This is an optimization exercise on Yosys and OpenROAD, whose aim is small area, a short achievable clock period and few clock cycles, not a production implementation.
Function was checked by simulation only, so behaviour that the tests miss may differ from the original.
Power is estimated from default activity; no workload was simulated.

`config.mk`:
```
export PLATFORM = sky130hd
export DESIGN_NAME = mammal
export DESIGN_NICKNAME = mammal
export VERILOG_FILES = /design/flow/design.v
export SDC_FILE = /design/flow/constraint.sdc
export NUM_CORES = 4
export LEC_CHECK = 0
export ABC_AREA = 1
export CAP_MARGIN = 20
export CORE_MARGIN = 2
export CORE_UTILIZATION = 40
export SETUP_SLACK_MARGIN = 3
export SLEW_MARGIN = 20
```
`constraint.sdc`:
```
create_clock -name core_clock -period 6.0 [get_ports {clk}]
set_input_delay 1.2000 -clock core_clock [delete_from_list [all_inputs] [get_ports {clk}]]
set_output_delay 1.2000 -clock core_clock [all_outputs]
set_load 0.01 [all_outputs]
```
`design.v`:
```
module mammal (
      input clk,
      input rst,
      input [15:0] data_in,
      output logic [15:0] data_out,
      output logic [11:0] address,
      output memwt,
      input INT,
      output logic intack
);
localparam OP_NOP=4'd0, OP_LDI=4'd1, OP_LD=4'd2, OP_ST=4'd3, OP_JZ=4'd4, OP_JMP=4'd5,
           OP_ALU=4'd7, OP_PUSH=4'd8, OP_POP=4'd9, OP_CALL=4'd10, OP_RET=4'd11,
           OP_STI=4'd12, OP_CLI=4'd13, OP_IRET=4'd14;
logic [11:0] pc;
logic [3:0] xop;           
logic [2:0] rd;            
logic [15:0] opa, opb;     
logic zeroflag, intflag;
logic [15:0] regbank [7:0];
logic c_cin, c_sum, c_and, c_or, c_xor, c_not;
logic s_iretw, s_iret2, s_int0, s_int1, s_int2, s_int3, s_halt;
logic [11:0] addr_q;       
logic a_data;              
logic memwt_q, d_pc, d_z;
wire x_ldi  = (xop == OP_LDI);
wire x_ld   = (xop == OP_LD);
wire x_st   = (xop == OP_ST);
wire x_jz   = (xop == OP_JZ);     
wire x_jmp  = (xop == OP_JMP);    
wire x_alu  = (xop == OP_ALU);
wire x_push = (xop == OP_PUSH);
wire x_pop  = (xop == OP_POP);
wire x_call = (xop == OP_CALL);   
wire x_ret  = (xop == OP_RET);
wire x_sti  = (xop == OP_STI);
wire x_cli  = (xop == OP_CLI);
wire x_iret = (xop == OP_IRET);
wire busy = s_iretw | s_iret2 | s_int0 | s_int1 | s_int2 | s_int3 | s_halt;
wire x_mem = x_ldi | x_ld | x_st | x_push | x_pop | x_call | x_ret | x_iret;
wire jz_taken = x_jz & zeroflag;             
wire int_point = x_ldi | x_ld | x_st | x_jmp | jz_taken | x_alu | x_push | x_pop |
                 x_call | x_ret | x_sti | s_iret2;
wire take_int = int_point & intflag & INT;
wire fetch_raw = ~busy & ~x_mem & ~jz_taken & ~(x_alu & (rd == 3'd7));
wire fetch = fetch_raw & ~take_int;
wire [3:0] fop = data_in[15:12];
wire f_jz   = (fop == OP_JZ);
wire f_call = (fop == OP_CALL);
wire f_jmp  = (fop == OP_JMP) | f_call | (f_jz & zeroflag & ~x_alu);
wire f_halt = (fop == 4'd6) | (fop == 4'd15);
wire f_none = (fop == OP_NOP) | (f_jz & ~zeroflag & ~x_alu);
wire f_alu  = (fop == OP_ALU);
wire f_spinc = (fop == OP_POP) | (fop == OP_RET) | (fop == OP_IRET);
wire f_spdec = (fop == OP_PUSH) | f_call;
wire f_ldst  = (fop == OP_LD) | (fop == OP_ST);
wire f_wt    = (fop == OP_ST) | (fop == OP_PUSH) | f_call;
wire f_unary = f_alu & (data_in[11:9] == 3'h7);
wire f_dec   = f_unary & (data_in[8:6] == 3'h3);
wire f_sub   = f_alu & (data_in[11:9] == 3'h1);
wire [15:0] sp = regbank[7];
wire sp_dn = x_push | x_call | s_int1 | s_int2;
logic [15:0] sp_t;
always_comb begin
    sp_t[0] = 1'b1;
    for (int i = 1; i < 16; i++) sp_t[i] = sp_t[i-1] & (sp[i-1] ^ sp_dn);
end
wire [15:0] sp_pm = sp ^ sp_t;
wire [12:0] psum = {pc, 1'b1} + {data_in[11:0], fetch_raw};
wire [11:0] pc_add = psum[12:1];
wire [11:0] pc_inc = pc + 12'd1;
wire [16:0] asum_w = {opa, 1'b1} + {opb, c_cin};
wire [15:0] asum = asum_w[16:1];
wire [15:0] lres = ({16{c_and}} & (opa & opb)) |
                   ({16{c_or}}  & (opa | opb)) |
                   ({16{c_xor}} & (opa ^ opb)) |
                   {15'd0, c_not & ~|opb};
wire [15:0] zk = {opa[14:0] | opb[14:0], c_cin};
wire zsum = &((opa ^ opb) ~^ zk);
wire zres = c_sum ? zsum : ~|lres;
wire wr_en = x_alu | x_ldi | x_ld | x_pop;
wire w_sum = x_alu & c_sum;
wire [15:0] wother = x_alu ? lres : data_in;
wire [15:0] wdata = w_sum ? asum : wother;
wire sp_en = sp_dn | x_pop | x_ret | x_iret | s_iret2;
wire wr7 = wr_en & (rd == 3'd7);
wire [15:0] r7other = wr7 ? wother : sp_pm;
always_ff @(posedge clk) begin
    for (int i = 0; i < 7; i++)
        if (wr_en && rd == 3'(i)) regbank[i] <= wdata;
    if (wr7 | sp_en) regbank[7] <= (wr7 & w_sum) ? asum : r7other;
end
wire [15:0] rda = regbank[data_in[8:6]];
wire [15:0] rdb = regbank[data_in[5:3]];
wire fwda = x_alu & (data_in[8:6] == rd);
wire fwdb = x_alu & (data_in[5:3] == rd);
wire [15:0] oa_other = f_unary ? {16{f_dec}} : (f_call ? {4'b0, pc_inc} : (fwda ? lres : rda));
wire oa_sum = fwda & c_sum & ~f_unary & ~f_call;
wire [15:0] ob_other = f_jz ? {4'b0, pc_add} : (fwdb ? lres : rdb);
wire ob_sum = fwdb & c_sum & ~f_jz;
always_ff @(posedge clk) begin
    rd <= data_in[2:0];
    opa <= oa_sum ? asum : oa_other;
    opb <= (ob_sum ? asum : ob_other) ^ {16{f_sub}};
    if (s_iretw | s_int1) addr_q <= sp_pm[11:0];
    else if (s_int0) addr_q <= sp[11:0];
    else if (f_spinc) addr_q <= sp_pm[11:0];
    else if (f_spdec) addr_q <= sp[11:0];
    else addr_q <= fwdb ? wdata[11:0] : rdb[11:0];
    c_cin <= (data_in[11:9] == 3'h1) | (data_in[11:6] == 6'b111010);
    c_sum <= (data_in[11:10] == 2'b00) | (data_in[11:7] == 5'b11101);
    c_and <= (data_in[11:9] == 3'h2);
    c_or  <= (data_in[11:9] == 3'h3) | (data_in[11:6] == 6'b111001);
    c_xor <= (data_in[11:9] == 3'h4);
    c_not <= (data_in[11:6] == 6'b111000);
end
always_ff @(posedge clk) begin
    if (rst) begin
        xop <= OP_NOP;
        s_iretw <= 1'b0;
        s_iret2 <= 1'b0;
        s_int0 <= 1'b0;
        s_int1 <= 1'b0;
        s_int2 <= 1'b0;
        s_int3 <= 1'b0;
        s_halt <= 1'b0;
        a_data <= 1'b0;
        memwt_q <= 1'b0;
        d_pc <= 1'b0;
        d_z <= 1'b0;
        pc <= 12'd0;
        zeroflag <= 1'b0;
        intflag <= 1'b0;
    end else begin
        if (x_alu) zeroflag <= zres;
        if (x_iret) zeroflag <= data_in[0];
        if (x_sti) intflag <= 1'b1;
        if (x_cli | s_int1) intflag <= 1'b0;
        xop <= OP_NOP;
        if (fetch) begin
            if (f_jmp && !f_call) xop <= OP_JMP;
            else if (!f_none && !f_halt) xop <= fop;
            if (f_halt) s_halt <= 1'b1;
        end
        if ((fetch & f_jmp) | s_int2) pc <= pc_add;
        if ((fetch & ~f_jmp) | x_ldi) pc <= pc_inc;
        if (jz_taken) pc <= opb[11:0];
        if (x_ret | s_iret2 | s_int3) pc <= data_in[11:0];
        if (s_int1) pc <= 12'h7f0;
        s_iretw <= x_iret;
        s_iret2 <= s_iretw;
        s_int0 <= take_int;
        s_int1 <= s_int0;
        s_int2 <= s_int1;
        s_int3 <= s_int2;
        a_data <= (fetch & (f_ldst | f_spinc | f_spdec)) | s_int0 | s_int1 | s_iretw;
        memwt_q <= (fetch & f_wt) | s_int0 | s_int1;
        d_pc <= s_int0;
        d_z <= s_int1;
    end
end
assign address = a_data ? addr_q : pc;
assign memwt = memwt_q;
assign intack = s_int2;
always_comb begin
    if (d_pc) data_out = {4'b0, pc};
    else if (d_z) data_out = {15'b0, zeroflag};
    else data_out = opa;
end
endmodule
```
`run.sh`:
```
#!/bin/bash
# synth_recipe.tcl (not shown) runs the flow's synth.tcl, then flattens the netlist and writes it again
# the make line also repeats each setting of config.mk as NAME=value (left out here)
make -C /OpenROAD-flow-scripts/flow DESIGN_CONFIG=/design/flow/config.mk WORK_HOME=/design/flow/orfs CLKGATE_MAP_FILE= SYNTH_SCRIPT=/design/flow/synth_recipe.tcl finish
```
==> results of run 1 <==
## registers in the layout, indices dropped and copies added, names as in the netlist, 3 cells and up
name	flops
regbank	128
opa	16
opb	16
addr_q	12
pc	12
xop	4
rd	3
## cell usage after synthesis, types with 6 or more instances
| master | count | area (um2) |
|---|---|---|
| nor2_4 | 6 | 67.6 |
| ha_1 | 44 | 551 |
| o21ai_1 | 12 | 60.1 |
| nand2_1 | 491 | 1840 |
| nor3_1 | 26 | 130 |
| inv_2 | 9 | 33.8 |
| dfxtp_1 | 80 | 1600 |
| edfxtp_1 | 128 | 3840 |
| a21oi_1 | 142 | 711 |
| o21bai_1 | 6 | 45.0 |
| buf_6 | 6 | 67.6 |
| clkbuf_1 | 31 | 116 |
| nor2_1 | 155 | 582 |
| a211oi_1 | 10 | 75.1 |
| clkinv_1 | 7 | 26.3 |
| xnor2_1 | 9 | 78.8 |
| a221oi_1 | 9 | 78.8 |
| nand3_1 | 121 | 606 |
| nand2_2 | 6 | 37.5 |
| inv_1 | 240 | 901 |
| o2111ai_1 | 8 | 70.1 |
| or2_2 | 8 | 50.1 |
| buf_2 | 24 | 120 |
| o21ai_0 | 109 | 546 |
| xor2_1 | 34 | 298 |
| o211ai_1 | 34 | 255 |
| nand4_1 | 30 | 188 |
| a22oi_1 | 23 | 173 |
| o22ai_1 | 39 | 244 |
| nor4_1 | 8 | 50.1 |
## through the flow
| stage | cells | cell area [um2] | hold WS [ns] | util (%) | worst slack (ns) |
|---|---|---|---|---|---|
| after global placement | 2380 | 15000 | 0.440 | 43.3 | 1.28 |
| after detailed placement | 2380 | 15000 | 0.443 | 43.3 | 1.34 |
| after CTS | 2454 | 16200 | 0.452 | 46.9 | 2.82 |
| after global routing | 2475 | 16600 | 0.464 | 48.1 | 2.88 |
| after floorplan | 1918 | 14000 | 0.424 | - | 3.07 |
| final | 2476 | 16600 | 0.449 | 48.1 | 2.95 |
## worst paths after layout
path	start	endpoint	slack (ns)	depth (start not counted)
max	d_z$_SDFF_PP0_	data_out[1]	2.95	6
min	intflag$_SDFFE_PP0P_	intflag$_SDFFE_PP0P_	0.45	2
max reg2reg	d_pc$_SDFF_PP0_	opb[7]$_DFF_P_	3.11	18
min reg2reg	intflag$_SDFFE_PP0P_	intflag$_SDFFE_PP0P_	0.45	2
## worst min-delay path, stage by stage, from the launching register on
cell and delay [ns]:
dfxtp_1 0.31, inv_1 0.05, a21oi_1 0.05
## cells in the final DEF, fill, tap and decap left out, types with 17 or more instances in the layout
master,Yosys,layout
dfxtp_1,80,61
o211ai_1,34,34
nor2_1,155,150
ha_1,44,34
inv_1,240,221
a22oi_1,23,22
a21oi_1,142,140
clkinvlp_4,0,17
clkbuf_16,0,25
nand4_1,30,30
buf_4,1,68
nor3_1,26,22
nand2_1,491,481
xor2_1,34,32
o22ai_1,39,31
nand3_1,121,109
edfxtp_1,128,128
o21ai_0,109,100
## metal layers
| metal | track usage [%] | vias to the layer above | part of all wire (%) |
|---|---|---|---|
| met1 | 44.8 | 6733 | 42 |
| met5 | 0 | - | 0 |
| met4 | 11.5 | 0 | 4.6 |
| met2 | 52.2 | 798 | 45 |
| li1 | - | 6645 | - |
| met3 | 4.11 | 137 | 8.9 |
## final cells by class
| cell class | instances | area, um2 | area share (%) |
|---|---|---|---|
| multi-input cells | 1389 | 7690 | 46.3 |
| flip-flops and latches | 208 | 5490 | 33.0 |
| inverters | 258 | 1050 | 6.30 |
| repair buffers | 121 | 998 | 6.01 |
| clock buffers | 28 | 637 | 3.83 |
| well taps | 455 | 569 | 3.43 |
| clock inverters | 16 | 179 | 1.08 |
| diodes | 1 | 2.50 | 0.0151 |
## kinds of logic (layout without fill, tap and decap cells)
logic type / count (synthesis) / count (layout)
xor+xnor: 43 / 43
fa+ha+maj: 46 / 46
flops: 208 / 208
other cells: 0 / 1
simple gates: 885 / 885
buf+inv: 321 / 423
compound gates: 415 / 415
## what timing repair did
action / 4_1_cts / 5_1_grt
buffers inserted: 30 / 21
pin swaps: 5 / 4
setup endpoints to repair: 112 / 100
gates resized for setup: 135 / 105
hold buffers: 0 / 0
## where the power goes
part | switching, mW | leakage [nW] | internal, mW | total [mW]
Clock | 0.627 | 0.383 | 0.896 | 1.52
Sequential | 0.126 | 1.83 | 1.64 | 1.76
Combinational | 1.15 | 4.96 | 0.540 | 1.69
Total | 1.90 | 7.17 | 3.07 | 4.97
==> results.cfg, run 1 <==
[status]
outcome = finished clean

[floorplanning]
start_util_pct = 40.6
io_pins = 49
rows = 68
die_area_um2 = 36600
coreArea_um2 = 34500
die_w_um = 191
die_y_um = 191

[detailed_routing]
dr.pass1.iters = 5
wire_per_inst_um = 24.3
vias_per_cell = 5.78
drtIter0Drc = 1707
dr_total_vias = 14300
ant_nets = 0
drc = 0
wl_um = 60200

[synth]
synth_cell_types = 61
synth_fa_ha_area_share_pct = 4.21
synth_edf_count = 128
syn_area_per_cell_um2 = 7.31
ys_async_sr_fraction_pct = 0
synth_compound_area_share_pct = 17.5
ys.flop_type = edfxtp_1
ys_seq_area_share_pct = 38.9
synth-seq-cells = 208
synth_mux_area_share_pct = 0
synth-simple-area-share_pct = 27.6
synth_cells = 1918
syn_area_um2 = 14000
synth_nets = 1983
synth_warnings = 2
synth_top_family_by_area = simple AND/OR/NAND/NOR gates
synthXorXnorAreaFrac_pct = 2.69

[setup_path]
cpMostUsedCell = buf_4
cp.arrival_ns = 1.85
cp.required_ns = 4.80
worst-path-buf-inv = 4
critPathKind = flop to output port
path_max_fanout = 4
max_stage_delay_ns = 0.35
path_delay_family = buffers and inverters
cp-start-kind = flop
slowest_stage = dfxtp_2
end_kind = output port
path_cells = nor2_4, clkinvlp_4, buf_4, buf_4, o22ai_1, dlygate4sd2_1

[timing]
min_period_over_period_pct = 50.8
tightest_slew_ns = 1.01
rsz0062_at_grt = yes
skew_ns = 0.0123
final.setup.tns_ns = 0
relSlewSlack_pct = 32.5
fmax_mhz = 328
setup_viol = 0
layout_min_cycle_time_ns = 3.05
hold_viol_final = 0
slew_violations = 0

[clock_tree]
htreeDepth = 1
numCtsBuffers = 24
clkSinkCount = 208
cts_buffer_depth = 3
cts_tree = yes
root_buffer = clkbuf_16
clock_latency_ns = 0.53
clkTransAtPathRegs_ns = 0.07

[min_path]
hold_path.class = flop to flop

[global_route]
grt_pass1_vias = 13500
grt_max_degree = 26
grtUsageTotal_pct = 32.4
grt_pass1_wl_um = 88100
antenna_found_initial = 0
grt_overflow = 0

[power_and_ir_drop]
p_per_area_nw_per_um2 = 299
peakVddDrop_uv = 229
power_mw = 4.97
p_leak_nw = 7.17

[layout]
drive_gt1_share_pct = 14.8
syn2layout_area_growth_pct = 18.5
n_fill_cell = 3535
finalNetCount = 2067

[flow_run]
drv_cap = 0

[placement]
gp_congestion = 0.994
port_buffers = 48
dp_hpwl_um = 45900
Testbench counts, summed over its fixed seeds: cycles 108,649.
==> run 2: changes to the inputs <==
--- a/config.mk
+++ b/config.mk
@@ -8,6 +8,6 @@
 export ABC_AREA = 1
 export CAP_MARGIN = 20
 export CORE_MARGIN = 2
-export CORE_UTILIZATION = 40
+export CORE_UTILIZATION = 55
 export SETUP_SLACK_MARGIN = 3
 export SLEW_MARGIN = 20
==> run 2 against run 1 <==
Compared with the run above: final cell count fell by 5.3%; worst setup slack gained 0.0021 ns; clock skew grew 0.0095 ns; sequential share of layout area grew 0.38 points; critical endpoint is now opa[0]$_DFF_P_; synthesized cell count stayed put; area after synthesis unchanged; maximum frequency about the same; critical path type is now input port to flop; wire length is 3.6% lower; clock power increased by 14%; non-clock buffer count decreased by 6; still clean; power grew 3.7%; combinational power about the same.
==> results.cfg, run 2 <==
[status]
outcome = finished clean

[timing]
layout_min_cycle_time_ns = 3.05
holdWs_ns = 0.448
min_period_over_period_pct = 50.8
relSlewSlack_pct = 31.2
rsz0062_at_grt = yes
final.setup.tns_ns = 0
fmax_mhz = 328
tightest_slew_ns = 1.02
slew_violations = 0
setup_viol = 0
hold_viol_final = 0
finalWorstSetupSlack_ns = 2.95
skew_ns = 0.0218

[layout]
top_regs = regbank x128, opa x16, opb x16
drive_gt1_share_pct = 13.5
final_core_util_pct = 65.4
layout_common_cells = 481 x nand2_1, 221 x inv_1, 153 x nor2_1, 137 x a21oi_1, 128 x edfxtp_1
finalNetCount = 2062
n_fill_cell = 2205
regMostFlops = regbank
antennaDiodeCount = 0
largest_reg_flops = 128
mostFrequentLayoutCell = nand2_1
syn2layout_area_growth_pct = 17.1

[setup_path]
cp-start-kind = input port
path_max_fanout = 10
cp.arrival_ns = 3.46
path_cells = clkdlybuf4s15_2, inv_1, nand3_2, clkinvlp_4, buf_4, buf_4, a21oi_1, o2111ai_1, o211ai_1, a21oi_1
critPathKind = input port to flop
cp.required_ns = 6.42
regToRegSetupSlack_ns = 3.01
timing.rr.end = addr_q[4]$_DFF_P_
reg2reg_from = opb[3]$_DFF_P_
max_stage_delay_ns = 0.44
path_delay_family = buffers and inverters
worst-path-buf-inv = 5
r2r_cells = 12
slowest_stage = clkdlybuf4s15_2
end_kind = flop

[placement]
port_buffers = 48
gp_congestion = 1.06
pre_cts_ws_ns = 1.49
dp_hpwl_um = 42900

[synth]
synth_cells = 1918
synth_top_area_cell = edfxtp_1
ys_async_sr_fraction_pct = 0
synth_common_cells = 491 x nand2_1, 240 x inv_1, 155 x nor2_1
synth_most_common_cell = nand2_1
synth_warnings = 2
syn_area_per_cell_um2 = 7.31
ys_seq_area_share_pct = 38.9
synth_cell_types = 61
synth-seq-cells = 208
synth_area_leaders = edfxtp_1 27%, nand2_1 13%, dfxtp_1 11%
syn_area_um2 = 14000
synth_nets = 1983
synth_top_area_share_pct = 27.4
ys.flop_type = edfxtp_1
synth_edf_count = 128

[floorplanning]
die_y_um = 164
die_area_um2 = 26800
coreArea_um2 = 25100
die_w_um = 164
rows = 58
io_pins = 49
start_util_pct = 55.8

[global_route]
grt_pass1_vias = 13600
grt_max_degree = 26
grtUsageTotal_pct = 42.8
antenna_found_initial = 1
grt_overflow = 0
grt_pass1_wl_um = 84800

[power_and_ir_drop]
internal-power_mw = 3.22
p_per_area_nw_per_um2 = 314
p_leak_nw = 7.15
clkPwrFrac_pct = 33.8
pwr-share-comb_pct = 32.2
power_mw = 5.16
peakVddDrop_uv = 239
p_seq_share_pct = 34.0
swShare_pct = 37.5
p_sw_mw = 1.93

[detailed_routing]
dr_wl_met2_um = 24800
wl_um = 58100
wl_met3_um = 7120
dr.pass1.iters = 7
met1Wirelength_um = 21300
dr_total_vias = 14900
drc = 0
vias_per_cell = 6.37
drtIter0Drc = 2347
ant_nets = 0
top_layer = met5
wire_per_inst_um = 24.8

[clock_tree]
cts_buffer_depth = 3
clkSinkCount = 208
root_buffer = clkbuf_16
cts_tree = yes
htreeDepth = 1
clock_latency_ns = 0.55
cts-hold-fix-buffers = 0
clkTransAtPathRegs_ns = 0.06
numCtsBuffers = 25

[flow_run]
drv_cap = 0

[min_path]
min_from = intflag$_SDFFE_PP0P_
hold_path_depth = 2
hold_path.class = flop to flop
hold_end = intflag$_SDFFE_PP0P_
[run 2: what timing repair did]
action,CTS,global route
pin swaps,6,5
endpoints found under the setup margin,111,98
setup buffers,26,21
resized for setup,118,87
cloned,0,0
[run 2: power by group through the flow]
stage | registers, mW | logic (mW) | clock network [mW]
2_1_floorplan | 1.72 | 1.00 | 0
6_report | 1.75 | 1.66 | 1.74
3_3_place_gp | 1.77 | 1.55 | 0
4_1_cts | 1.74 | 1.55 | 1.73
3_5_place_dp | 1.77 | 1.55 | 0
5_1_grt | 1.76 | 1.77 | 1.78
[run 2: final cells by class]
class	count	area (um2)	share of cell area, %
Clock buffer	26	629	3.84
Clock inverter	20	308	1.88
Inverter	258	1050	6.40
Multi-Input combinational cell	1389	7590	46.2
Sequential cell	208	5480	33.4
Tap cell	330	413	2.52
Timing Repair Buffer	115	940	5.73
[run 2: how the worst max path moves through the flow]
stage,start,endpoint,slack [ns],cells after the start
after global routing,opb[3]$_DFF_P_,addr_q[4]$_DFF_P_,2.91,12
after floorplan,xop[1]$_SDFF_PP0_,regbank[0][0]$_DFFE_PP_,3.07,7
after CTS,a_data$_SDFF_PP0_,address[2],2.87,3
final,data_in[8],opa[0]$_DFF_P_,2.95,10
after detailed placement,data_in[8],opa[5]$_DFF_P_,1.49,10
after global placement,data_in[8],opa[5]$_DFF_P_,1.46,10
[run 2: worst register-to-register path, cell delays in order (launching register included)]
cell     delay, ns
dfxtp_1       0.40
inv_1         0.12
ha_1          0.40
a21oi_1       0.27
o21ai_0       0.17
a21o_1        0.23
or2_0         0.23
nand3_1       0.15
nand3_1       0.45
nand2_1       0.18
nand2_1       0.13
nand2_1       0.09
nand3_1       0.07
[run 2: per-stage QoR]
stage	instances	cell area [um2]
after CTS	2325	16100
after floorplan	1918	14000
after global placement	2253	14800
final	2346	16400
after global routing	2346	16400
after detailed placement	2253	14800
[run 2: cells by family (layout without fill, tap and decap cells)]
logic type	count (synthesis)	count (layout)	synth area share [%]
AND/OR/NAND/NOR	885	885	27.6
AO/OA/AOI/OAI	415	415	17.5
buffers and inverters	321	419	9.19
flip-flops	208	208	38.9
adder cells (fa/ha/maj)	46	46	4.21
XOR/XNOR	43	43	2.69
[run 2: metal layers]
layer  track usage [%]  up-vias
met3              7.87      277
met4              29.1        2
met2              65.3     1200
met1              55.2     6801
met5                 0        -
li1                  -     6655
==> run 3: changes to the inputs <==
==> flow/run.sh (new file) <==
#!/bin/bash
# The standard layout (the standard.sh, unchanged synthesis and flow), with
# one change: the port buffers that ORFS inserts at placement are buf_4 cells
# instead of the default delay buffer.
set -euo pipefail
export BUFFER_PORTS_ARGS="-buffer_cell sky130_fd_sc_hd__buf_4"
bash standard.sh > standard_flow.log 2>&1
==> standard.sh (new file) <==
#!/bin/bash
# synth_recipe.tcl (not shown) runs the flow's synth.tcl, then flattens the netlist and writes it again
# the make line also repeats each setting of config.mk as NAME=value (left out here)
make -C /OpenROAD-flow-scripts/flow DESIGN_CONFIG=/design/flow/config.mk WORK_HOME=/design/flow/orfs CLKGATE_MAP_FILE= SYNTH_SCRIPT=/design/flow/synth_recipe.tcl "${@:-finish}"
removed: run.sh
==> run 3 against run 2 <==
Compared with the run above: utilization fell by 2.4 points; combinational power fell by 4%; register-to-register slack improved by 0.06 ns; sequential share of layout area rose by 1.2 points; final cell count fell by 1.1%; area after synthesis did not move; wire length fell by 2.2%; clock skew rose by 0.018 ns; final area fell by 3.6%; clock power fell by 18%; via count fell by 1.3%; largest power group unchanged; highest routed layer unchanged.
==> results.cfg, run 3 <==
[layout]
top_regs = regbank x128, opa x16, opb x16
largest_reg_flops = 128
n_fill_cell = 2287
syn2layout_area_growth_pct = 12.9
layout_common_cells = 486 x nand2_1, 233 x inv_1, 155 x nor2_1, 141 x a21oi_1, 128 x edfxtp_1
drive_gt1_share_pct = 11.4
mostFrequentLayoutCell = nand2_1
regMostFlops = regbank
finalNetCount = 2037

[detailed_routing]
vias_per_cell = 6.35
wl_um = 56800
drc = 0
ant_nets = 0
drtIter0Drc = 2207
wire_per_inst_um = 24.5
dr_total_vias = 14700
dr.pass1.iters = 5

[timing]
final.setup.tns_ns = 0
slew_violations = 0
skew_ns = 0.0394
fmax_mhz = 335
tightest_slew_ns = 0.991
holdWs_ns = 0.465
layout_min_cycle_time_ns = 2.98
finalWorstSetupSlack_ns = 3.02
min_period_over_period_pct = 49.7
rsz0062_at_grt = yes
hold_viol_final = 0
relSlewSlack_pct = 33.9
setup_viol = 0

[min_path]
hold_path_depth = 2
hold_path.class = flop to flop
min_from = intflag$_SDFFE_PP0P_
hold_end = intflag$_SDFFE_PP0P_

[global_route]
grtUsageMet2_pct = 65.8
antenna_found_initial = 3
grt-busiest-layer = met2
grt_overflow = 0
grt_pass1_wl_um = 83600
grtUsageTotal_pct = 41.9
met3_usage_pct = 9.62
grt_max_degree = 26
grt_pass1_vias = 13600
met1_usage_pct = 53.4

[synth]
syn_area_per_cell_um2 = 7.31
synth_cell_types = 61
syn_area_um2 = 14000
synth_top_area_cell = edfxtp_1
synth_nets = 1983
synth_top_area_share_pct = 27.4
synth_edf_count = 128
ys_async_sr_fraction_pct = 0
synth_common_cells = 491 x nand2_1, 240 x inv_1, 155 x nor2_1
ys.flop_type = edfxtp_1
synth_area_leaders = edfxtp_1 27%, nand2_1 13%, dfxtp_1 11%
synth_warnings = 2
synth_cells = 1918
synth_most_common_cell = nand2_1
synth-seq-cells = 208
ys_seq_area_share_pct = 38.9

[floorplanning]
start_util_pct = 55.8
die_area_um2 = 26800
die_y_um = 164
die_w_um = 164
rows = 58
coreArea_um2 = 25100
io_pins = 49

[flow_run]
drv_cap = 0

[setup_path]
path_max_fanout = 10
critPathKind = input port to flop
end_kind = flop
regToRegSetupSlack_ns = 3.07
reg2reg_from = opb[3]$_DFF_P_
r2r_cells = 14
cp.required_ns = 6.41
timing.rr.end = addr_q[5]$_DFF_P_
cp-start-kind = input port
crit_path_start = data_in[3]
cp.arrival_ns = 3.39

[clock_tree]
clkSinkCount = 208
htreeDepth = 1
numCtsBuffers = 24
cts_buffer_depth = 3
cts-hold-fix-buffers = 0
clock_latency_ns = 0.56
root_buffer = clkbuf_16
clkTransAtPathRegs_ns = 0.06
cts_tree = yes

[power_and_ir_drop]
power_mw = 4.77
peakVddDrop_uv = 277
p_leak_nw = 6.88
p_per_area_nw_per_um2 = 302

[placement]
port_buffers = 48
pre_cts_ws_ns = 2.24
gp_congestion = 1.02
dp_hpwl_um = 42700

[status]
outcome = finished clean
## run 3: how the worst max path moves through the flow
| stage | end | slack (ns) |
|---|---|---|
| after floorplan | regbank[0][0]$_DFFE_PP_ | 3.07 |
| after global routing | opb[9]$_DFF_P_ | 2.86 |
| after detailed placement | opb[14]$_DFF_P_ | 2.24 |
| final | opb[0]$_DFF_P_ | 3.02 |
| after global placement | addr_q[4]$_DFF_P_ | 2.33 |
| after CTS | opb[9]$_DFF_P_ | 2.94 |
## run 3: metal layers
layer	part of all wire, %	routed length, um	vias up
li1	-	-	6584
met1	37	20800	6793
met2	44	24900	1083
met3	12	6880	270
met4	7.2	4110	6
met5	0.16	89	-
## run 3: final cells by class
cell class / count / area [um2] / share of cell area (%)
well taps: 330 / 413 / 2.61
clock inverters: 6 / 58.8 / 0.372
repair buffers: 91 / 721 / 4.56
inverters: 258 / 1010 / 6.41
diodes: 1 / 2.50 / 0.0158
multi-input cells: 1389 / 7440 / 47.1
flip-flops and latches: 208 / 5470 / 34.6
clock buffers: 37 / 694 / 4.39
## run 3: kinds of logic after synthesis
kind of cell | share of synthesized area (%)
AOI/OAI and AO/OA | 17.5
adders and majority gates | 4.21
xor gates and xnor gates | 2.69
buffers and inverters | 9.19
DFF | 38.9
and+or+nand+nor | 27.6
## run 3: timing repair
action | CTS | global route
endpoints found under the setup margin | 77 | 56
buffers inserted | 9 | 16
resized for setup | 17 | 37
pin swaps | 4 | 2
## run 3: per-stage QoR
step / cell area [um2] / cells / util [%]
2_1_floorplan: 14000 / 1918 / -
3_3_place_gp: 14600 / 2251 / 58.3
3_5_place_dp: 14600 / 2251 / 58.3
4_1_cts: 15600 / 2303 / 61.9
5_1_grt: 15800 / 2319 / 63.0
6_report: 15800 / 2320 / 63.0
## run 3: critical path: stages
cell and delay (ns):
buf_4 0.19, inv_1 0.12, nand3_1 0.25, clkinvlp_4 0.33, buf_4 0.25, a21oi_1 0.15, nand4_1 0.13, nor2_1 0.27
o21ai_0 0.19, nand2_1 0.10, nand2_1 0.06, xor2_1 0.14
## run 3: where the power goes
group	switching, mW	internal (mW)	total [mW]
registers	0.116	1.63	1.75
clock network	0.620	0.803	1.42
logic	1.10	0.499	1.60
==> run 4: changes to the inputs <==
--- a/design.v
+++ b/design.v
@@ -25,7 +25,6 @@
 wire x_ldi  = (xop == OP_LDI);
 wire x_ld   = (xop == OP_LD);
 wire x_st   = (xop == OP_ST);
-wire x_jz   = (xop == OP_JZ);     
 wire x_jmp  = (xop == OP_JMP);    
 wire x_alu  = (xop == OP_ALU);
 wire x_push = (xop == OP_PUSH);
@@ -37,18 +36,19 @@
 wire x_iret = (xop == OP_IRET);
 wire busy = s_iretw | s_iret2 | s_int0 | s_int1 | s_int2 | s_int3 | s_halt;
 wire x_mem = x_ldi | x_ld | x_st | x_push | x_pop | x_call | x_ret | x_iret;
-wire jz_taken = x_jz & zeroflag;             
-wire int_point = x_ldi | x_ld | x_st | x_jmp | jz_taken | x_alu | x_push | x_pop |
+wire int_point = x_ldi | x_ld | x_st | x_jmp | x_alu | x_push | x_pop |
                  x_call | x_ret | x_sti | s_iret2;
 wire take_int = int_point & intflag & INT;
-wire fetch_raw = ~busy & ~x_mem & ~jz_taken & ~(x_alu & (rd == 3'd7));
+wire fetch_raw = ~busy & ~x_mem & ~(x_alu & (rd == 3'd7));
 wire fetch = fetch_raw & ~take_int;
+wire zfwd;                 
 wire [3:0] fop = data_in[15:12];
 wire f_jz   = (fop == OP_JZ);
 wire f_call = (fop == OP_CALL);
-wire f_jmp  = (fop == OP_JMP) | f_call | (f_jz & zeroflag & ~x_alu);
+wire f_jmpc = (fop == OP_JMP) | f_call;
+wire f_jmp  = f_jmpc | (f_jz & zfwd);
 wire f_halt = (fop == 4'd6) | (fop == 4'd15);
-wire f_none = (fop == OP_NOP) | (f_jz & ~zeroflag & ~x_alu);
+wire f_none = (fop == OP_NOP) | (f_jz & ~zfwd);
 wire f_alu  = (fop == OP_ALU);
 wire f_spinc = (fop == OP_POP) | (fop == OP_RET) | (fop == OP_IRET);
 wire f_spdec = (fop == OP_PUSH) | f_call;
@@ -65,7 +65,7 @@
     for (int i = 1; i < 16; i++) sp_t[i] = sp_t[i-1] & (sp[i-1] ^ sp_dn);
 end
 wire [15:0] sp_pm = sp ^ sp_t;
-wire [12:0] psum = {pc, 1'b1} + {data_in[11:0], fetch_raw};
+wire [12:0] psum = {pc, 1'b1} + {data_in[11:0], ~s_int2};
 wire [11:0] pc_add = psum[12:1];
 wire [11:0] pc_inc = pc + 12'd1;
 wire [16:0] asum_w = {opa, 1'b1} + {opb, c_cin};
@@ -77,6 +77,7 @@
 wire [15:0] zk = {opa[14:0] | opb[14:0], c_cin};
 wire zsum = &((opa ^ opb) ~^ zk);
 wire zres = c_sum ? zsum : ~|lres;
+assign zfwd = x_alu ? zres : zeroflag;
 wire wr_en = x_alu | x_ldi | x_ld | x_pop;
 wire w_sum = x_alu & c_sum;
 wire [15:0] wother = x_alu ? lres : data_in;
@@ -95,8 +96,8 @@
 wire fwdb = x_alu & (data_in[5:3] == rd);
 wire [15:0] oa_other = f_unary ? {16{f_dec}} : (f_call ? {4'b0, pc_inc} : (fwda ? lres : rda));
 wire oa_sum = fwda & c_sum & ~f_unary & ~f_call;
-wire [15:0] ob_other = f_jz ? {4'b0, pc_add} : (fwdb ? lres : rdb);
-wire ob_sum = fwdb & c_sum & ~f_jz;
+wire [15:0] ob_other = fwdb ? lres : rdb;
+wire ob_sum = fwdb & c_sum;
 always_ff @(posedge clk) begin
     rd <= data_in[2:0];
     opa <= oa_sum ? asum : oa_other;
@@ -141,11 +142,11 @@
             else if (!f_none && !f_halt) xop <= fop;
             if (f_halt) s_halt <= 1'b1;
         end
-        if ((fetch & f_jmp) | s_int2) pc <= pc_add;
-        if ((fetch & ~f_jmp) | x_ldi) pc <= pc_inc;
-        if (jz_taken) pc <= opb[11:0];
+        if ((fetch & ~f_jmpc & ~f_jz) | x_ldi) pc <= pc_inc;
         if (x_ret | s_iret2 | s_int3) pc <= data_in[11:0];
         if (s_int1) pc <= 12'h7f0;
+        if ((fetch & f_jmpc) | s_int2) pc <= pc_add;
+        if (fetch & f_jz) pc <= zfwd ? pc_add : pc_inc;
         s_iretw <= x_iret;
         s_iret2 <= s_iretw;
         s_int0 <= take_int;
--- a/config.mk
+++ b/config.mk
@@ -9,5 +9,5 @@
 export CAP_MARGIN = 20
 export CORE_MARGIN = 2
 export CORE_UTILIZATION = 55
-export SETUP_SLACK_MARGIN = 3
+export SETUP_SLACK_MARGIN = 3.2
 export SLEW_MARGIN = 20
==> run 4 against run 3 <==
Compared with the run above: via count is 2.4% higher; flip-flop and latch count did not move; clock skew fell by 0.025 ns; maximum frequency is 3.2% higher; still clean on timing, DRC and antenna; critical path depth fell by 7; clock power up 8%; final cell count increased by 5.7%; first-iteration DRC count increased by 0.82%.
==> results.cfg, run 4 <==
[min_path]
hold_path.class = flop to flop

[timing]
layout_min_cycle_time_ns = 2.89
min_period_over_period_pct = 48.1
hold_viol_final = 0
rsz0062_at_grt = yes
slew_violations = 0
tightest_slew_ns = 1.03
fmax_mhz = 346
skew_ns = 0.0140
relSlewSlack_pct = 31.2
holdWs_ns = 0.476
setup_viol = 0
final.setup.tns_ns = 0

[layout]
layout_common_cells = 509 x nand2_1, 294 x inv_1, 195 x nor2_1, 155 x nand3_1, 128 x edfxtp_1
largest_reg_flops = 128
finalNetCount = 2168
top_regs = regbank x128, opa x16, opb x16
n_fill_cell = 2346
seqCellArea_um2 = 5460
stdcell_count = 2453
final_core_util_pct = 64.0
multi_input_area_um2 = 7910
regMostFlops = regbank
antennaDiodeCount = 0
drive_gt1_share_pct = 12.6
syn2layout_area_growth_pct = 14.6
mostFrequentLayoutCell = nand2_1

[synth]
synth-seq-cells = 208
synth_top_family_by_area = simple AND/OR/NAND/NOR gates
synth_top_area_cell = edfxtp_1
synth_area_leaders = edfxtp_1 27%, nand2_1 14%, dfxtp_1 11%
synth_compound_area_share_pct = 15.0
synth_edf_count = 128
synth_mux_area_share_pct = 0
synth_top_area_share_pct = 26.6
syn_area_um2 = 14500
ys_seq_area_share_pct = 37.7
ys_async_sr_fraction_pct = 0
synth_cells = 2062
synth_most_common_cell = nand2_1
synth_nets = 2127
synthXorXnorAreaFrac_pct = 2.48
synth-simple-area-share_pct = 29.9
ys.flop_type = edfxtp_1
synth_warnings = 2
synth_cell_types = 58
syn_area_per_cell_um2 = 7.01
synth_common_cells = 521 x nand2_1, 307 x inv_1, 204 x nor2_1
synth_fa_ha_area_share_pct = 4.08

[global_route]
grt-busiest-layer = met2
met3_usage_pct = 7.94
met1_usage_pct = 52.7
grt_pass1_vias = 13700
antenna_found_initial = 0
grtUsageTotal_pct = 40.3
grt_overflow = 0
grt_pass1_wl_um = 84300
grt_max_degree = 25
grtUsageMet2_pct = 63.4

[detailed_routing]
drtIter0Drc = 2225
vias_per_cell = 6.15
dr_total_vias = 15100
dr.pass1.iters = 6
wl_um = 57800
wire_per_inst_um = 23.6
ant_nets = 0
drc = 0

[placement]
dp_hpwl_um = 42400
place_inst = 2380
port_buffers = 48
gp_congestion = 1.04

[power_and_ir_drop]
peakVddDrop_uv = 264
p_leak_nw = 7.47
p_per_area_nw_per_um2 = 286

[clock_tree]
clock_latency_ns = 0.55
root_buffer = clkbuf_16
numCtsBuffers = 24
clkSinkCount = 208
cts-hold-fix-buffers = 0
cts_tree = yes
cts_buffer_depth = 3
htreeDepth = 1
clkTransAtPathRegs_ns = 0.06

[flow_run]
drv_cap = 0

[status]
outcome = finished clean

[setup_path]
path_cells = clkinvlp_4, buf_12, clkbuf_16, o22ai_1, buf_4
cp.arrival_ns = 1.69
worst-path-buf-inv = 4
slowest_stage = dfxtp_4
path_delay_family = buffers and inverters
critPathKind = flop to output port
path_max_fanout = 5
cp-start-kind = flop
cp.required_ns = 4.80
regToRegSetupSlack_ns = 3.16
max_stage_delay_ns = 0.40
end_kind = output port

[floorplanning]
coreArea_um2 = 25900
io_pins = 49
rows = 59
start_util_pct = 55.8
die_w_um = 166
die_area_um2 = 27600
die_y_um = 166
-- run 4: cell types whose count changed in the layout (fill, tap and decap cells not counted), sizes merged, moves of 9 or more --
cell      delta
o21ai       +11
clkinvlp    +10
buf         -11
nand2       +32
nor2        +47
nor3        -11
o211ai      -22
nand3       +55
inv         +60
a21oi       -24
o22ai       +14
clkbuf       -9
-- run 4: worst paths after layout --
path / from / to / depth (start not counted)
max reg2reg: c_sum$_DFF_P_ / opb[3]$_DFF_P_ / 7
min: s_iretw$_SDFF_PP0_ / s_iret2$_SDFF_PP0_ / 2
max: d_pc$_SDFF_PP0_ / data_out[3] / 5
min reg2reg: s_iretw$_SDFF_PP0_ / s_iret2$_SDFF_PP0_ / 2
-- run 4: worst min-delay path, cell delays in order, from the launching register on --
cell	delay [ns]
dfxtp_1	0.34
inv_1	0.06
nor2_1	0.03
-- run 4: kinds of logic after synthesis --
kind of cell,after synthesis
AO/OA/AOI/OAI,376
XOR/XNOR,41
adder cells (fa/ha/maj),46
buffers and inverters,391
flip-flops,208
AND/OR/NAND/NOR,1000
-- run 4: cell type report --
type	count	share of cell area, %
tap	335	2.53
clock inverter	14	1.15
clock buffer	27	3.69
sequential	208	32.9
timing repair buffer	81	4.17
timing repair inverter	3	0.121
multi-input combinational	1464	47.8
inverter	321	7.65
-- run 4: repair_timing --
| item | CTS | global route |
|---|---|---|
| endpoints found under the setup margin | 178 | 121 |
| pin swaps | 3 | 3 |
| buffers inserted | 10 | 17 |
| gates resized for setup | 72 | 74 |
| gates cloned | 1 | 4 |
-- run 4: power by group --
group | internal, mW | switching (mW)
Sequential | 1.62 | 0.119
Combinational | 0.467 | 1.00
Clock | 0.905 | 0.625
Total | 3.00 | 1.75
-- run 4: metrics by stage --
step / power, mW / worst slack [ns] / area (um2)
final: 4.75 / 3.11 / 16600
after global routing: 4.93 / 3.08 / 16600
after CTS: 4.64 / 3.11 / 16100
after detailed placement: 3.11 / 1.81 / 14900
after global placement: 3.10 / 1.88 / 14900
after floorplan: 2.63 / 3.36 / 14500
-- run 4: per-layer routing --
layer / wire length [um] / vias to the layer above
li1: - / 6888
met1: 21900 / 6938
met2: 25200 / 1035
met3: 6520 / 235
met4: 4080 / 0
met5: 0 / -
Testbench counts of run 4, summed over its fixed seeds: cycles 107,349.
==> run 5: changes to the inputs <==
--- a/design.v
+++ b/design.v
@@ -2,7 +2,7 @@
       input clk,
       input rst,
       input [15:0] data_in,
-      output logic [15:0] data_out,
+      output [15:0] data_out,
       output logic [11:0] address,
       output memwt,
       input INT,
@@ -21,7 +21,7 @@
 logic s_iretw, s_iret2, s_int0, s_int1, s_int2, s_int3, s_halt;
 logic [11:0] addr_q;       
 logic a_data;              
-logic memwt_q, d_pc, d_z;
+logic memwt_q;
 wire x_ldi  = (xop == OP_LDI);
 wire x_ld   = (xop == OP_LD);
 wire x_st   = (xop == OP_ST);
@@ -94,8 +94,11 @@
 wire [15:0] rdb = regbank[data_in[5:3]];
 wire fwda = x_alu & (data_in[8:6] == rd);
 wire fwdb = x_alu & (data_in[5:3] == rd);
-wire [15:0] oa_other = f_unary ? {16{f_dec}} : (f_call ? {4'b0, pc_inc} : (fwda ? lres : rda));
-wire oa_sum = fwda & c_sum & ~f_unary & ~f_call;
+wire oa_k = s_int0 | s_int1 | f_unary | f_call;
+wire [15:0] oa_c = s_int0 ? {4'b0, pc} : s_int1 ? {15'b0, zeroflag} :
+                   f_unary ? {16{f_dec}} : {4'b0, pc_inc};
+wire [15:0] oa_other = oa_k ? oa_c : (fwda ? lres : rda);
+wire oa_sum = fwda & c_sum & ~oa_k;
 wire [15:0] ob_other = fwdb ? lres : rdb;
 wire ob_sum = fwdb & c_sum;
 always_ff @(posedge clk) begin
@@ -126,8 +129,6 @@
         s_halt <= 1'b0;
         a_data <= 1'b0;
         memwt_q <= 1'b0;
-        d_pc <= 1'b0;
-        d_z <= 1'b0;
         pc <= 12'd0;
         zeroflag <= 1'b0;
         intflag <= 1'b0;
@@ -155,16 +156,10 @@
         s_int3 <= s_int2;
         a_data <= (fetch & (f_ldst | f_spinc | f_spdec)) | s_int0 | s_int1 | s_iretw;
         memwt_q <= (fetch & f_wt) | s_int0 | s_int1;
-        d_pc <= s_int0;
-        d_z <= s_int1;
     end
 end
 assign address = a_data ? addr_q : pc;
 assign memwt = memwt_q;
 assign intack = s_int2;
-always_comb begin
-    if (d_pc) data_out = {4'b0, pc};
-    else if (d_z) data_out = {15'b0, zeroflag};
-    else data_out = opa;
-end
+assign data_out = opa;
 endmodule
--- a/config.mk
+++ b/config.mk
@@ -9,5 +9,5 @@
 export CAP_MARGIN = 20
 export CORE_MARGIN = 2
 export CORE_UTILIZATION = 55
-export SETUP_SLACK_MARGIN = 3.2
+export SETUP_SLACK_MARGIN = 3.4
 export SLEW_MARGIN = 20
==> run 5 against run 4 <==
Compared with the run above: count of clock-buffer cells in the layout shrank 2; first-iteration DRC count up 3.3%; worst hold slack got worse by 0.012 ns; combinational power barely moved; maximum frequency increased by 5.9%; die area down 0.36%; clock skew rose by 0.0051 ns; still clean on timing, DRC and antenna; final cell count down 1.3%.
==> results.cfg, run 5 <==
[synth]
synth_top_area_share_pct = 26.7
synth-seq-cells = 208
ys_seq_area_share_pct = 37.8
synth_area_leaders = edfxtp_1 27%, nand2_1 14%, dfxtp_1 11%
synth_cell_types = 63
synth_edf_count = 128
syn_area_um2 = 14400
synth_cells = 1999
ys_async_sr_fraction_pct = 0
synth_most_common_cell = nand2_1
synth_nets = 2064
synth_common_cells = 545 x nand2_1, 261 x inv_1, 165 x nand3_1
ys.flop_type = edfxtp_1
synth_warnings = 2
syn_area_per_cell_um2 = 7.21
synth_top_area_cell = edfxtp_1

[clock_tree]
clock_latency_ns = 0.54
cts-hold-fix-buffers = 0
numCtsBuffers = 23
root_buffer = clkbuf_16
clkSinkCount = 208
cts_buffer_depth = 3
cts_tree = yes
clkTransAtPathRegs_ns = 0.06
htreeDepth = 1

[layout]
antennaDiodeCount = 0
drive_gt1_share_pct = 16.5
n_fill_cell = 2339
largest_reg_flops = 128
syn2layout_area_growth_pct = 16.3
regMostFlops = regbank
top_regs = regbank x128, opa x16, opb x16
multi_input_area_um2 = 8000
layout_common_cells = 532 x nand2_1, 249 x inv_1, 152 x nand3_1, 143 x nor2_1, 128 x edfxtp_1
finalNetCount = 2135
mostFrequentLayoutCell = nand2_1
seqCellArea_um2 = 5490

[flow_run]
drv_cap = 0

[detailed_routing]
ant_nets = 0
wire_per_inst_um = 23.2
drc = 0
dr_total_vias = 15000
dr.pass1.iters = 8
drtIter0Drc = 2299
wl_um = 56100
vias_per_cell = 6.20

[global_route]
grt_pass1_wl_um = 83200
grt_pass1_vias = 13800
grt_overflow = 0
antenna_found_initial = 0
grt_max_degree = 23
grtUsageTotal_pct = 39.3

[timing]
fmax_mhz = 367
finalWorstSetupSlack_ns = 3.27
rsz0062_at_grt = yes
skew_ns = 0.0190
layout_min_cycle_time_ns = 2.73
hold_viol_final = 0
min_period_over_period_pct = 45.5
setup_viol = 0
relSlewSlack_pct = 33.7
final.setup.tns_ns = 0
tightest_slew_ns = 0.984
slew_violations = 0

[setup_path]
cp.required_ns = 6.39
cp-start-kind = input port
cp.arrival_ns = 3.12
end_kind = flop
critPathKind = input port to flop
path_max_fanout = 11
r2r_cells = 8

[status]
outcome = finished clean

[power_and_ir_drop]
p_leak_nw = 7.55
p_per_area_nw_per_um2 = 284
peakVddDrop_uv = 280

[placement]
dp_hpwl_um = 41400
port_buffers = 48
pre_cts_ws_ns = 2.36
gp_congestion = 1.01

[floorplanning]
io_pins = 49
die_area_um2 = 27500
start_util_pct = 55.6
die_w_um = 166
rows = 59
die_y_um = 166
coreArea_um2 = 25900

[min_path]
hold_path.class = flop to flop
hold_path_depth = 2
[run 5: stage by stage]
stage	hold slack [ns]	util, %	std cells	power [mW]	cell area [um2]
2_1_floorplan	0.437	-	1999	2.61	14400
6_report	0.464	64.7	2421	4.76	16800
5_1_grt	0.504	64.7	2421	4.95	16800
3_3_place_gp	0.441	57.3	2322	3.06	14800
4_1_cts	0.455	62.2	2394	4.63	16100
3_5_place_dp	0.446	57.3	2324	3.07	14900
[run 5: layer usage]
metal | GRT usage (%) | vias to the layer above | part of all wire, %
met5 | 0 | - | 0
met4 | 19.9 | 0 | 6.0
met3 | 7.53 | 213 | 12
met2 | 59.4 | 1048 | 42
met1 | 54.1 | 6903 | 39
li1 | - | 6836 | -
[run 5: path summary, 6_finish.rpt]
path                      startpoint                  endpoint  slack (ns)
hold / removal    s_iretw$_SDFF_PP0_        s_iret2$_SDFF_PP0_        0.46
hold reg to reg   s_iretw$_SDFF_PP0_        s_iret2$_SDFF_PP0_        0.46
setup reg to reg       c_xor$_DFF_P_  regbank[7][15]$_DFFE_PP_        3.47
setup / recovery          data_in[6]            opa[5]$_DFF_P_        3.27
[run 5: report_power, final]
part | switching, mW | internal (mW) | leakage, nW
Clock | 0.618 | 0.923 | 0.391
Sequential | 0.130 | 1.63 | 1.83
Combinational | 0.968 | 0.493 | 5.33
Total | 1.72 | 3.04 | 7.55
[run 5: cell type report]
cell class / instances / share of cell area [%]
tap: 335 / 2.50
clock buffer: 25 / 3.48
clock inverter: 16 / 1.36
inverter: 283 / 6.67
timing repair buffer: 113 / 5.51
multi-input combinational: 1441 / 47.8
sequential: 208 / 32.7
[run 5: worst max-delay path, stage by stage]
cell and delay, ns:
buf_4 0.21, nor2_1 0.15, nand2_2 0.27, clkinv_2 0.25
a221oi_1 0.56, o2111ai_2 0.26, nand3_1 0.12, o21ai_1 0.08
[run 5: cells by family (layout without fill, tap and decap cells)]
group / Yosys count / count (layout) / share of synthesized area [%]
buffers and inverters: 352 / 437 / 10.3
adders and majority gates: 46 / 46 / 4.10
and+or+nand+nor: 976 / 978 / 29.6
xor gates and xnor gates: 43 / 43 / 2.72
muxes: 2 / 2 / 0.156
AOI/OAI and AO/OA: 372 / 372 / 15.3
DFF: 208 / 208 / 37.8
[run 5: repair_timing]
action,CTS,global route
endpoints found under the setup margin,152,130
hold endpoints to repair,0,0
cloned,1,2
setup buffers,28,25
resized for setup,78,107
pin swaps,6,9
Testbench counts of run 5, summed over its fixed seeds: cycles 107,349.
==> run 6: changes to the inputs <==
--- a/config.mk
+++ b/config.mk
@@ -9,5 +9,6 @@
 export CAP_MARGIN = 20
 export CORE_MARGIN = 2
 export CORE_UTILIZATION = 55
+export CTS_BUF_LIST = sky130_fd_sc_hd__clkbuf_8
 export SETUP_SLACK_MARGIN = 3.4
 export SLEW_MARGIN = 20
==> run 6 against run 5 <==
Compared with the run above: clock power shrank 19%; area after synthesis unchanged; wire length is 0.31% higher; critical endpoint is now opa[2]$_DFF_P_; critical path type unchanged; via count increased by 1.6%; die area did not move; highest routed layer unchanged; non-clock buffer count grew 10; sequential share of layout area up 0.12 points; flip-flop and latch count is the same; combinational power about the same; final area down 0.35%.
==> results.cfg, run 6 <==
[detailed_routing]
ant_nets = 0
dr.pass1.iters = 6
wl_um = 56300
vias_per_cell = 6.21
drtIter0Drc = 2194
wire_per_inst_um = 22.9
drc = 0
dr_total_vias = 15200

[layout]
syn2layout_area_growth_pct = 15.9
stdcell_count = 2454
fin_area_um2 = 16700
final_core_util_pct = 64.5
n_fill_cell = 2343
regMostFlops = regbank
top_regs = regbank x128, opa x16, opb x16
layout_common_cells = 531 x nand2_1, 264 x inv_1, 153 x nand3_1, 143 x nor2_1, 128 x edfxtp_1
largest_reg_flops = 128
mostFrequentLayoutCell = nand2_1
antennaDiodeCount = 0
drive_gt1_share_pct = 17.1
finalNetCount = 2159

[power_and_ir_drop]
p_leak_nw = 7.60
internal-power_mw = 2.77
p_per_area_nw_per_um2 = 268
peakVddDrop_uv = 221
swShare_pct = 38.1
p_sw_mw = 1.70
pwr-share-comb_pct = 32.8
power_mw = 4.47
clkPwrFrac_pct = 27.9
p_seq_share_pct = 39.3

[synth]
ys.flop_type = edfxtp_1
synth_nets = 2064
synth_top_area_share_pct = 26.7
synth_common_cells = 545 x nand2_1, 261 x inv_1, 165 x nand3_1
ys_seq_area_share_pct = 37.8
syn_area_um2 = 14400
syn_area_per_cell_um2 = 7.21
synth_cells = 1999
synth_warnings = 2
synth_top_area_cell = edfxtp_1
synth_most_common_cell = nand2_1
synth-seq-cells = 208
synth_edf_count = 128
synth_cell_types = 63
synth_area_leaders = edfxtp_1 27%, nand2_1 14%, dfxtp_1 11%
ys_async_sr_fraction_pct = 0

[timing]
tightest_slew_ns = 0.917
layout_min_cycle_time_ns = 2.84
min_period_over_period_pct = 47.4
setup_viol = 0
fmax_mhz = 352
relSlewSlack_pct = 38.8
final.setup.tns_ns = 0
rsz0062_at_grt = yes
hold_viol_final = 0
finalWorstSetupSlack_ns = 3.16
slew_violations = 0
skew_ns = 0.0282
holdWs_ns = 0.458

[clock_tree]
root_buffer = clkbuf_8
clkTransAtPathRegs_ns = 0.06
clkSinkCount = 208
numCtsBuffers = 36
cts_tree = yes
cts-hold-fix-buffers = 0
htreeDepth = 2
cts_buffer_depth = 3
clock_latency_ns = 0.55

[global_route]
grt_pass1_vias = 13900
grt-busiest-layer = met2
antenna_found_initial = 0
met3_usage_pct = 7.94
met1_usage_pct = 53.6
grtUsageTotal_pct = 39.3
grt_pass1_wl_um = 83200
grt_max_degree = 23
grt_overflow = 0
grtUsageMet2_pct = 59.1

[setup_path]
max_stage_delay_ns = 0.64
cp-endpoint = opa[2]$_DFF_P_
crit_path_start = data_in[6]
path_cells = buf_4, nor2_1, nand2_2, clkinv_2, a221oi_1, nand4_1, o2111ai_1, nand3_1
cp.required_ns = 6.40
critPathKind = input port to flop
end_kind = flop
worst-path-buf-inv = 2
worst-path-stages = 8
regToRegSetupSlack_ns = 3.45
path_max_fanout = 11
cp-start-kind = input port
slowest_stage = a221oi_1
path_delay_family = compound AO/OA/AOI/OAI gates
reg2reg_from = opa[7]$_DFF_P_
r2r_cells = 11
cp.arrival_ns = 3.25
timing.rr.end = regbank[7][12]$_DFFE_PP_

[placement]
dpl_cell_area_um2 = 14900
pre_cts_ws_ns = 2.36
dp_hpwl_um = 41400
gp_congestion = 1.01
port_buffers = 48
place_inst = 2324

[floorplanning]
rows = 59
die_area_um2 = 27500
die_w_um = 166
die_y_um = 166
coreArea_um2 = 25900
io_pins = 49
start_util_pct = 55.6

[status]
outcome = finished clean

[flow_run]
drv_cap = 0

[min_path]
hold_path.class = flop to flop
[run 6: cell counts after synthesis]
Identical to the previous run, type by type.
[run 6: worst reg2reg max path, stage by stage (launching register included)]
cell      delay (ns)
dfxtp_2         0.39
inv_1           0.06
ha_1            0.40
inv_1           0.09
o21bai_1        0.09
a21oi_1         0.23
nand3_2         0.17
a21oi_2         0.20
xor2_2          0.31
o21ai_2         0.20
nand2_1         0.11
nand2_1         0.06
[run 6: worst min-delay path by stage]
stage,from,endpoint,slack (ns),depth (start not counted)
after floorplan,s_iretw$_SDFF_PP0_,s_iret2$_SDFF_PP0_,0.44,2
after global placement,s_iretw$_SDFF_PP0_,s_iret2$_SDFF_PP0_,0.44,2
after detailed placement,s_iretw$_SDFF_PP0_,s_iret2$_SDFF_PP0_,0.45,2
after CTS,s_iretw$_SDFF_PP0_,s_iret2$_SDFF_PP0_,0.45,2
after global routing,s_iretw$_SDFF_PP0_,s_iret2$_SDFF_PP0_,0.51,2
final,s_iretw$_SDFF_PP0_,s_iret2$_SDFF_PP0_,0.46,2
[run 6: final cells by class]
class	instances	area, um2	area share (%)
clock buffers	39	537	3.21
flip-flops and latches	208	5490	32.8
multi-input cells	1441	8000	47.9
inverters	283	1120	6.68
repair buffers	123	997	5.97
clock inverters	24	139	0.832
repair inverters	1	5.00	0.0300
well taps	335	419	2.51
[run 6: what timing repair did]
item	in CTS	in global routing
buffers inserted	27	36
pin swaps	7	22
resized for setup	79	107
setup endpoints to repair	143	126
cloned	1	3
[run 6: routing by layer]
metal | up-vias | share of wire, %
met4 | 0 | 6.4
li1 | 6893 | -
met2 | 1081 | 43
met3 | 238 | 11
met1 | 7023 | 40
met5 | - | 0
[run 6: cells by family (layout without fill, tap and decap cells)]
| kind of cell | count (synthesis) | after routing | share of synthesized area [%] |
|---|---|---|---|
| AO/OA/AOI/OAI | 372 | 372 | 15.3 |
| XOR/XNOR | 43 | 43 | 2.72 |
| buffers and inverters | 352 | 470 | 10.3 |
| AND/OR/NAND/NOR | 976 | 978 | 29.6 |
| multiplexers | 2 | 2 | 0.156 |
| flip-flops | 208 | 208 | 37.8 |
| adder cells (fa/ha/maj) | 46 | 46 | 4.10 |
[run 6: power groups by stage]
stage	combinational [mW]	clock (mW)	sequential [mW]
2_1_floorplan	0.896	0	1.72
3_3_place_gp	1.29	0	1.77
3_5_place_dp	1.29	0	1.77
4_1_cts	1.35	1.25	1.74
5_1_grt	1.59	1.30	1.76
6_report	1.47	1.25	1.76
==> run 7: changes to the inputs <==
==> run.sh (new file) <==
#!/bin/bash
# synth_recipe.tcl (not shown) runs the flow's synth.tcl, then flattens the netlist and writes it again
# the make line also repeats each setting of config.mk as NAME=value (left out here)
make -C /OpenROAD-flow-scripts/flow DESIGN_CONFIG=/design/flow/config.mk WORK_HOME=/design/flow/orfs CLKGATE_MAP_FILE= SYNTH_SCRIPT=/design/flow/synth_recipe.tcl finish
--- a/config.mk
+++ b/config.mk
@@ -9,6 +9,5 @@
 export CAP_MARGIN = 20
 export CORE_MARGIN = 2
 export CORE_UTILIZATION = 55
-export CTS_BUF_LIST = sky130_fd_sc_hd__clkbuf_8
 export SETUP_SLACK_MARGIN = 3.4
 export SLEW_MARGIN = 20
removed: flow/run.sh
removed: standard.sh
==> run 7 against run 6 <==
Compared with the run above: clock power increased by 16%; synthesized cell count unchanged; sequential power about the same; die area unchanged; register-to-register slack got worse by 0.03 ns; wire length about the same; maximum frequency increased by 6.9%; flip-flop and latch count unchanged; sequential share of layout area decreased by 0.25 points.
==> results.cfg, run 7 <==
[setup_path]
cp.arrival_ns = 1.46
timing.rr.end = opb[8]$_DFF_P_
critPathKind = flop to output port
reg2reg_from = opa[6]$_DFF_P_
cp.required_ns = 4.80
end_kind = output port
cp-start-kind = flop
path_max_fanout = 6
r2r_cells = 10
regToRegSetupSlack_ns = 3.42

[clock_tree]
cts-hold-fix-buffers = 0
numCtsBuffers = 23
clkSinkCount = 208
root_buffer = clkbuf_16
clock_latency_ns = 0.53
htreeDepth = 1
clkTransAtPathRegs_ns = 0.06
cts_tree = yes
cts_buffer_depth = 3

[timing]
fmax_mhz = 376
rsz0062_at_grt = yes
slew_violations = 0
setup_viol = 0
skew_ns = 0.0124
holdWs_ns = 0.465
final.setup.tns_ns = 0
min_period_over_period_pct = 44.4
tightest_slew_ns = 0.943
hold_viol_final = 0
layout_min_cycle_time_ns = 2.66
relSlewSlack_pct = 37.0

[detailed_routing]
wire_per_inst_um = 23.3
drtIter0Drc = 2060
vias_per_cell = 6.26
wl_um = 56300
dr_total_vias = 15100
dr.pass1.iters = 9
ant_nets = 0
drc = 0

[layout]
largest_reg_flops = 128
syn2layout_area_growth_pct = 16.9
antennaDiodeCount = 0
final_core_util_pct = 65.0
regMostFlops = regbank
drive_gt1_share_pct = 15.4
mostFrequentLayoutCell = nand2_1
finalNetCount = 2131
layout_common_cells = 531 x nand2_1, 245 x inv_1, 150 x nand3_1, 146 x nor2_1, 128 x edfxtp_1
top_regs = regbank x128, opa x16, opb x16
n_fill_cell = 2303

[flow_run]
drv_cap = 0

[status]
outcome = finished clean

[floorplanning]
die_y_um = 166
start_util_pct = 55.6
coreArea_um2 = 25900
die_w_um = 166
die_area_um2 = 27500
io_pins = 49
rows = 59

[global_route]
grtUsageTotal_pct = 39.3
antenna_found_initial = 0
grt_pass1_vias = 13800
grt_max_degree = 23
grt_overflow = 0
grt_pass1_wl_um = 83100

[synth]
synth_warnings = 2
ys.flop_type = edfxtp_1
synth_top_area_share_pct = 26.7
synth_top_area_cell = edfxtp_1
ys_async_sr_fraction_pct = 0
syn_area_um2 = 14400
synth_cells = 1999
synth_common_cells = 545 x nand2_1, 261 x inv_1, 165 x nand3_1
ys_seq_area_share_pct = 37.8
syn_area_per_cell_um2 = 7.21
synth_edf_count = 128
synth-seq-cells = 208
synth_cell_types = 63
synth_area_leaders = edfxtp_1 27%, nand2_1 14%, dfxtp_1 11%
synth_most_common_cell = nand2_1
synth_nets = 2064

[power_and_ir_drop]
power_mw = 4.70
p_leak_nw = 7.53
peakVddDrop_uv = 331
p_per_area_nw_per_um2 = 279

[placement]
port_buffers = 48
dp_hpwl_um = 41800
gp_congestion = 1.02

[min_path]
hold_path_depth = 2
hold_end = s_iret2$_SDFF_PP0_
hold_path.class = flop to flop
min_from = s_iretw$_SDFF_PP0_
-- run 7: cell counts after synthesis --
Identical to the previous run, type by type.
-- run 7: worst max-delay path by stage --
stage | start | endpoint | slack (ns) | depth (start not counted)
finish | a_data$_SDFF_PP0_ | address[4] | 3.34 | 3
global route | a_data$_SDFF_PP0_ | address[4] | 3.33 | 3
CTS | a_data$_SDFF_PP0_ | address[4] | 3.28 | 3
detailed placement | data_in[4] | addr_q[11]$_DFF_P_ | 1.72 | 12
global placement | data_in[4] | addr_q[11]$_DFF_P_ | 1.79 | 12
floorplan | data_in[4] | addr_q[5]$_DFF_P_ | 3.40 | 11
-- run 7: layout make-up --
cell class	instances	area [um2]	share of cell area [%]
clock inverters	14	141	0.840
flip-flops and latches	208	5490	32.6
well taps	335	419	2.49
repair inverters	3	22.5	0.134
multi-input cells	1441	8100	48.1
repair buffers	106	907	5.39
clock buffers	27	622	3.69
inverters	283	1130	6.73
-- run 7: critical path, stage by stage, from the launching register on --
cell and delay (ns):
dfxtp_4 0.40, buf_6 0.12, mux2_4 0.30, buf_6 0.12
-- run 7: kinds of logic (layout without fill, tap and decap cells) --
logic type	after synthesis	count (layout)	synth area share [%]
compound gates	372	372	15.3
mux	2	2	0.156
flops	208	208	37.8
buf+inv	352	433	10.3
simple gates	976	978	29.6
xor+xnor	43	43	2.72
fa+ha+maj	46	46	4.10
-- run 7: where the power goes --
group | total, mW | switching, mW | internal (mW)
sequential | 1.75 | 0.124 | 1.63
clock | 1.45 | 0.618 | 0.832
combinational | 1.50 | 0.994 | 0.504
-- run 7: what timing repair did --
item / CTS / global route
setup buffers: 35 / 11
resized for setup: 239 / 114
endpoints found under the setup margin: 334 / 114
pin swaps: 10 / 20
cloned: 6 / 1
-- run 7: layer usage --
| metal | track usage (%) | up-vias | wire, um |
|---|---|---|---|
| met5 | 0 | - | 0 |
| met3 | 7.75 | 211 | 6890 |
| met2 | 59.4 | 1114 | 24000 |
| li1 | - | 6821 | - |
| met1 | 54.3 | 6984 | 22000 |
| met4 | 18.7 | 0 | 3370 |
-- run 7: metrics by stage --
stage,setup WS (ns),cell area (um2),instances
floorplan,3.40,14400,1999
global placement,1.79,15000,2323
detailed placement,1.72,15000,2323
CTS,3.28,16400,2405
global route,3.33,16800,2417
finish,3.34,16800,2417

-- what the ideal ports hide --
No port has a modelled driver above. Below, the same layouts with a new extraction and two added sets of constraints.
Step 1, drivers: a clkbuf_16 drives clk and a buf_2 each remaining input, both assumed.
Step 2 adds t to the input delays and takes it off the output delays; t is the mean of the earliest and latest rising clock arrival at the registers after step 1. Input paths then give back, and output paths get back, about the clock's delay inside the block.
Slacks: ideal ports / drivers / drivers and shift; pairs: ideal ports / drivers.
| run | t, ns | setup WS [ns] | slew at the worst register clock pin (ns) | pins driven straight from the clock port |
|---|---|---|---|---|
| run 1 | 0.577 | 2.952 / 2.897 / 2.452 | 0.07 / 0.07 | 1 |
| run 2 | 0.591 | 2.954 / 2.971 / 2.392 | 0.07 / 0.07 | 1 |
| run 3 | 0.593 | 3.019 / 3.038 / 2.453 | 0.07 / 0.07 | 1 |
| run 4 | 0.590 | 3.112 / 3.063 / 2.550 | 0.07 / 0.07 | 1 |
| run 5 | 0.575 | 3.273 / 3.293 / 2.717 | 0.07 / 0.07 | 1 |
| run 6 | 0.580 | 3.156 / 3.171 / 2.591 | 0.07 / 0.07 | 1 |
| run 7 | 0.575 | 3.338 / 3.289 / 2.821 | 0.07 / 0.07 | 1 |
After both steps setup and hold are still met in every run listed. The setup slack of run 3, which loses most, moves by +0.019 ns with the drivers and by -0.566 ns with both steps.
